Background: an optimization exercise with open tools, aiming at small area. Do not read the settings as production practice.
Function was checked by simulation only, so behaviour that the tests miss may differ from the original.
No activity file was given, so power comes from the tool's default toggle rates.

### design/flow/config.mk
export PLATFORM = sky130hd
export DESIGN_NAME = PEArray2
export DESIGN_NICKNAME = PEArray2
export VERILOG_FILES = /design/flow/design.v
export SDC_FILE = /design/flow/constraint.sdc
export NUM_CORES = 4
export LEC_CHECK = 0
export CAP_MARGIN = 20
export CORE_MARGIN = 2
export CORE_UTILIZATION = 40
export SLEW_MARGIN = 20
### design/flow/constraint.sdc
create_clock -name core_clock -period 6.5 [get_ports {clk}]
set_input_delay 1.3000 -clock core_clock [delete_from_list [all_inputs] [get_ports {clk}]]
set_output_delay 1.3000 -clock core_clock [all_outputs]
set_load 0.01 [all_outputs]
### design/flow/design.v
module PE #(parameter W=8) (
    input logic clk, rst, stationaryCtrl,
    input logic [W-1:0] a_in,
    input logic [W-1:0] b_in,
    output logic [W-1:0] a_out,
    output logic [W-1:0] c_out
);
    logic [W-1:0] a;
    always_ff @(posedge clk) begin
        if (rst) begin
            a <= 0;
        end else begin
            if (stationaryCtrl)
                a <= a_in;
        end
    end
    assign a_out = a;
    assign c_out = a * b_in;
endmodule
module PEArray_inner #(
    parameter W = 8,
    parameter N = 4
)(
    input logic clk, rst, stationaryCtrl,
    input logic [N-1:0][W-1:0] a_in,
    input logic [N-1:0][W-1:0] b_in,
    input logic [N-1:0][W-1:0] c_in,
    output logic [N-1:0][W-1:0] c_out
);
    logic [N-1:0][N-1:0][W-1:0] a_ins;
    logic [N-1:0][N-1:0][W-1:0] a_outs, c_outs;
    logic [N-1:0][W-1:0] c;
    logic [N-1:0][2:0][W-1:0] layer;
    genvar i, j;
    for (i=0;i<N;i++)
        for (j=0;j<N;j++)
            PE#(.W(W)) pe( .a_in(a_ins[i][j]), .b_in(b_in[j]),
                .a_out(a_outs[i][j]), .c_out(c_outs[i][j]), .*);
    for (j=0;j<N;j++) 
        assign a_ins[0][j] = a_in[j];
    for (i=1;i<N;i++) for (j=0;j<N;j++)
        assign a_ins[i][j] = a_outs[i-1][j];
    for (i=0;i<N;i++) begin
        always_ff @(posedge clk) begin
            if (rst) begin
                layer[i][0] <= 0;
                layer[i][1] <= 0;
                layer[i][2] <= 0;
                c[i] <= 0;
            end else begin
                layer[i][0] <= layer[i][1] + layer[i][2];
                layer[i][1] <= c_outs[i][0] + c_outs[i][1];
                layer[i][2] <= c_outs[i][2] + c_outs[i][3];
                c[i] <= c_in[i] + layer[i][0];
            end
        end
        assign c_out[i] = c[i];
    end
endmodule
module PEArray2 #(
    parameter W = 8,
    parameter N = 4
)(
    input logic clk, rst, stationaryCtrl,
    input logic [N-1:0][W-1:0] a_in,
    input logic [N-1:0][W-1:0] b_in,
    input logic [N-1:0][W-1:0] c_in,
    output logic [N-1:0][W-1:0] c_out
);
    PEArray_inner #(.W(W), .N(N)) pe(.*);
endmodule
### design/flow/run.sh
#!/bin/bash
# synth_recipe.tcl (not shown) runs the flow's synth.tcl, then flattens the netlist and writes it again
# the make line also repeats each setting of config.mk as NAME=value (left out here)
make -C /OpenROAD-flow-scripts/flow DESIGN_CONFIG=/design/flow/config.mk WORK_HOME=/design/flow/orfs CLKGATE_MAP_FILE= SYNTH_SCRIPT=/design/flow/synth_recipe.tcl finish
==> tab_implementation.tex <==
\begin{tabular}{lr}
\hline
Metric & Value \\
\hline
\multicolumn{2}{l}{\textbf{Timing}} \\
\quad Worst clock skew on the final layout & 23.1 ps \\
\quad Relative slew margins & 34.0\% \\
\quad Max-slew violation count & 0 \\
\quad Final setup vio count & 0 \\
\quad Fin crit share & between 90 and 100\% \\
\quad Min cycle time layout & 6070 ps \\
\quad FMAX & 165 MHz \\
\quad Worst slew pin tran & 990 ps \\
\quad Unrepaired setup endpoints after global routing & false \\
\quad Hold Fails Final Rpt & 0 \\
\multicolumn{2}{l}{\textbf{Clock network}} \\
\quad Clk\_lat worst skew & 600 ps \\
\quad Number of buffers on the longest clock path & 3 \\
\quad Post-CTS setup buffer count & 0 \\
\quad CTS tree & done \\
\quad Clock transition at path regs & 60 ps \\
\quad Clock buffers created by TritonCTS & 31 \\
\quad Root buffer cell & sky130\_fd\_sc\_hd\_\_clkbuf\_16 \\
\quad H-tree level count & 1 \\
\quad Number of resized instances in the post-cts repair step & 0 \\
\quad Sink count of the clock tree & approximately 260 \\
\quad Cts hold-fix bufs & 0 \\
\multicolumn{2}{l}{\textbf{Yosys}} \\
\quad Dominant synthesized flop cell & sky130\_fd\_sc\_hd\_\_dfxtp\_1 \\
\quad Synthesized netlist net count & 3485 \\
\quad Synthesized instance count & roughly 2.8k \\
\quad Area contributors post-synth & sky130\_fd\_sc\_hd\_\_dfxtp\_1, sky130\_fd\_sc\_hd\_\_fa\_1, sky130\_fd\_sc\_hd\_\_ha\_1 \\
\quad Most common cell in the netlist & sky130\_fd\_sc\_hd\_\_inv\_1 \\
\quad Ys Warns & 2 \\
\quad Register bit count reported by yosys & 256 \\
\quad Count of flip-flops with a built-in enable after synthesis & 0 \\
\quad Area share of the leading cell type in the synthesized netlist & 20.1\% \\
\quad Cell Area, Synth & roughly 26000 um2 \\
\quad Post-synth ARST share & 0\% \\
\quad Most used standard cells in the synthesized netlist & sky130\_fd\_sc\_hd\_\_inv\_1, sky130\_fd\_sc\_hd\_\_ha\_1, sky130\_fd\_sc\_hd\_\_nand2\_1 \\
\quad Distinct cell type count after synthesis & 26 \\
\quad Cell type with the highest aggregate area in the netlist & sky130\_fd\_sc\_hd\_\_dfxtp\_1 \\
\quad Post-synthesis sequential area ratio & 20.1\% \\
\quad Post-synthesis average cell area & between 9 and 10 um2 \\
\multicolumn{2}{l}{\textbf{Run}} \\
\quad \# Max-Cap Violations & 0 \\
\multicolumn{2}{l}{\textbf{Critical path}} \\
\quad Bufs and invs on worst path & 2 \\
\quad Startpoint of the worst setup timing path & b\_in[17] \\
\quad Max incr delay on CP & roughly 690 ps \\
\quad Ordered cell list for the critical path & clkdlybuf4s50\_1, nand2\_1, fa\_1, fa\_1, fa\_1, inv\_1, fa\_1, fa\_1, fa\_1, xor2\_1, xnor3\_1, xnor3\_1, xnor3\_1, xnor3\_1, nor2\_1 \\
\quad Most frequent CP cell & sky130\_fd\_sc\_hd\_\_fa\_1 \\
\quad Category of cells accounting for the largest share of critical-path delay & adder cells \\
\quad Endpoint class of the critical path & register \\
\quad Worst reg-to-reg setup slack & 1310 ps \\
\quad Kind of launch point of the worst setup path & primary input \\
\quad Worst-path fanout max & 9 \\
\quad Startpoint of the lowest-slack register-to-register path & pe.genblk1[1].genblk1[2].pe.a[2]\$\_SDFFE\_PP0P\_ \\
\quad Worst Path Class, Setup & in -> reg \\
\quad Critical Path RT & 6960 ps \\
\quad Worst Path Arrival & 6530 ps \\
\quad Slowest cell on crit path & sky130\_fd\_sc\_hd\_\_clkdlybuf4s50\_1 \\
\multicolumn{2}{l}{\textbf{Placement}} \\
\quad Buffers added on ports & 130 \\
\quad Detailed placer's ending HPWL & about 47000 um \\
\quad Final Wtd Congestion & slightly below 0.9 \\
\quad Placed standard-cell area & 28100 um2 \\
\multicolumn{2}{l}{\textbf{Final layout}} \\
\quad Post-layout instance area & 29200 um2 \\
\quad Fraction of layout instances using a drive strength above 1 & 4.36\% \\
\quad Util after Layout & 46.3\% \\
\quad Syn-to-layout area delta & 14.4\% \\
\quad Post-layout net count & about 3.6k \\
\multicolumn{2}{l}{\textbf{GRT}} \\
\quad Total global-route track usage & 19.0\% \\
\quad Total congestion overflow after global routing & 0 \\
\quad Global-route wire length before repair & between 100000 and 150000 um \\
\quad Pin count of the biggest net entering global routing & roughly 150 \\
\quad Initial antenna violation count & 4 \\
\quad Number of global-route vias before repair & 19.7k \\
\multicolumn{2}{l}{\textbf{Drt}} \\
\quad Routed wirelength normalized by instance count & 16.1 um \\
\quad DRT Pass-1 Iters & 5 \\
\quad Detail Route Antenna Nets & 0 \\
\quad Number of DRC markers after the initial detailed-route iteration & 650 \\
\quad DR vias & 18.3k \\
\quad Vias per inst & 4.83 \\
\quad Number of design rule violations left after detail routing & 0 \\
\quad Final wirelength & 61100 um \\
\multicolumn{2}{l}{\textbf{Power}} \\
\quad Net Sw Frac & 30.0\% \\
\quad Clock network fraction of total power & 37.6\% \\
\quad Internal power component & between 3000 and 4000 uW \\
\quad Power share of the combinational group & 26.2\% \\
\quad Proportion of power drawn by flip-flops and latches & 36.2\% \\
\quad Power per standard cell area & 169 nW/um2 \\
\quad Leakage power & 0.0140 uW \\
\quad Largest voltage drop on the vdd net & around 210 uV \\
\quad Switching pwr & $\sim$1500 uW \\
\multicolumn{2}{l}{\textbf{Floorplanning}} \\
\quad Core Region & 63100 um2 \\
\quad Effective utilization at floorplan & 40.5\% \\
\quad Chip width & 257 um \\
\quad I/O pin count & 131 \\
\quad Row count & between 90 and 100 \\
\quad Die ar. & 65900 um2 \\
\quad Overall die height & 257 um \\
\multicolumn{2}{l}{\textbf{Worst hold path}} \\
\quad Hold path startpoint & pe.genblk1[3].genblk1[1].pe.a[7]\$\_SDFFE\_PP0P\_ \\
\quad Class of the tightest hold or removal check & reg -> reg \\
\multicolumn{2}{l}{\textbf{Status}} \\
\quad Outcome & no timing/DRC/antenna violations \\
\hline
\end{tabular}
-- cell type report --
cell class	instances	area (um2)
multi-input cells	2008	18400
inverters	428	1610
clock buffers	36	825
well taps	846	1060
fillers	6158	33900
diodes	1	2.50
flip-flops and latches	256	5120
clock inverters	22	270
repair buffers	187	1910
-- placed cells by master (no fill, tap or decap), types with 24 or more instances in the layout --
master and n:
sky130_fd_sc_hd__inv_1 428, sky130_fd_sc_hd__ha_1 336, sky130_fd_sc_hd__nand2_1 307, sky130_fd_sc_hd__and2_1 280, sky130_fd_sc_hd__fa_1 256, sky130_fd_sc_hd__dfxtp_1 256
sky130_fd_sc_hd__nor2_1 216, sky130_fd_sc_hd__xnor2_1 184, sky130_fd_sc_hd__mux2i_1 128, sky130_fd_sc_hd__clkdlybuf4s50_1 128, sky130_fd_sc_hd__nor2b_1 64, sky130_fd_sc_hd__a21oi_1 48
sky130_fd_sc_hd__buf_4 43, sky130_fd_sc_hd__xor2_1 40, sky130_fd_sc_hd__xnor3_1 32, sky130_fd_sc_hd__o21ai_0 32, sky130_fd_sc_hd__clkbuf_16 31, sky130_fd_sc_hd__nor3_1 24
-- per-stage QoR --
| step | cells | setup WS [ps] | setup TNS, ps | power [uW] | hold WS [ps] |
|---|---|---|---|---|---|
| after floorplan | 2794 | 317 | 0 | 2650 | 460 |
| after detailed placement | 3725 | -199 | -838 | 3120 | 503 |
| after CTS | 3783 | 432 | 0 | 5010 | 521 |
| after global placement | 3725 | -114 | -381 | 3090 | 482 |
| final | 3784 | 429 | 0 | 4930 | 520 |
| after global routing | 3784 | 195 | 0 | 5230 | 543 |
-- logic make-up (layout without fill, tap and decap cells) --
kind of cell / Yosys count / after routing / synth area share, %
AND/OR/NAND/NOR: 904 / 904 / 17.0
adder cells (fa/ha/maj): 592 / 592 / 36.5
buffers and inverters: 530 / 673 / 7.85
XOR/XNOR: 256 / 256 / 10.5
flip-flops: 256 / 256 / 20.1
multiplexers: 136 / 136 / 5.37
AO/OA/AOI/OAI: 120 / 120 / 2.74
other: 0 / 1 / 0
-- final timing paths --
check | end | cells past startpoint
worst max-delay path | pe.layer[23]$_SDFF_PP0_ | 15
worst min-delay path | pe.genblk1[3].genblk1[1].pe.a[7]$_SDFFE_PP0P_ | 2
worst max register to register | pe.layer[47]$_SDFF_PP0_ | 14
worst min register to register | pe.genblk1[3].genblk1[1].pe.a[7]$_SDFFE_PP0P_ | 2
-- state kept, by name, summed over array words and instances, names as in the netlist --
register and count:
pe.layer 96, pe.c 32, pe.genblk1.genblk1.pe.a 128
-- routing by layer --
metal | global-route usage, % | wire [um]
met1 | 24.5 | 27100
met2 | 33.3 | 29900
met3 | 2.16 | 2300
met4 | 6.22 | 1780
met5 | 0 | 0
-- power groups by stage --
| stage | clock [uW] | combinational (uW) | sequential [uW] |
|---|---|---|---|
| 2_1_floorplan | 0 | 858 | 1790 |
| 3_3_place_gp | 0 | 1270 | 1820 |
| 3_5_place_dp | 0 | 1300 | 1820 |
| 4_1_cts | 1910 | 1310 | 1790 |
| 5_1_grt | 1980 | 1450 | 1800 |
| 6_report | 1860 | 1290 | 1790 |
-- worst min-delay path: cells and delay by family (launching register included) --
kind          cells  cell delay [ps]
flops             1              340
mux               1               70
simple gates      1               70

## separate check: timing with driven ports
The flow's constraints put no driver on any port. The routed layout listed below was extracted and timed again, unchanged, in two steps. Step 1, drivers: a clkbuf_16 drives clk and a buf_2 each remaining input, both assumed. Step 2 times the ports against the registers' clock, not the clock port: input delays grow and output delays shrink by t, the midpoint of the rising clock arrivals with the driver on. a / b / c = ideal ports / drivers / drivers and shift; a / b = the first two.
shift t [ns]: 0.646
setup WS [ns]: 0.429 / 0.446 / -0.200
hold WS [ns]: 0.520 / 0.520 / 0.520
Met with ideal ports but missed after step 2: setup timing in this run. The setup slack of this run moves by +0.017 ns with the drivers and by -0.629 ns with both steps.
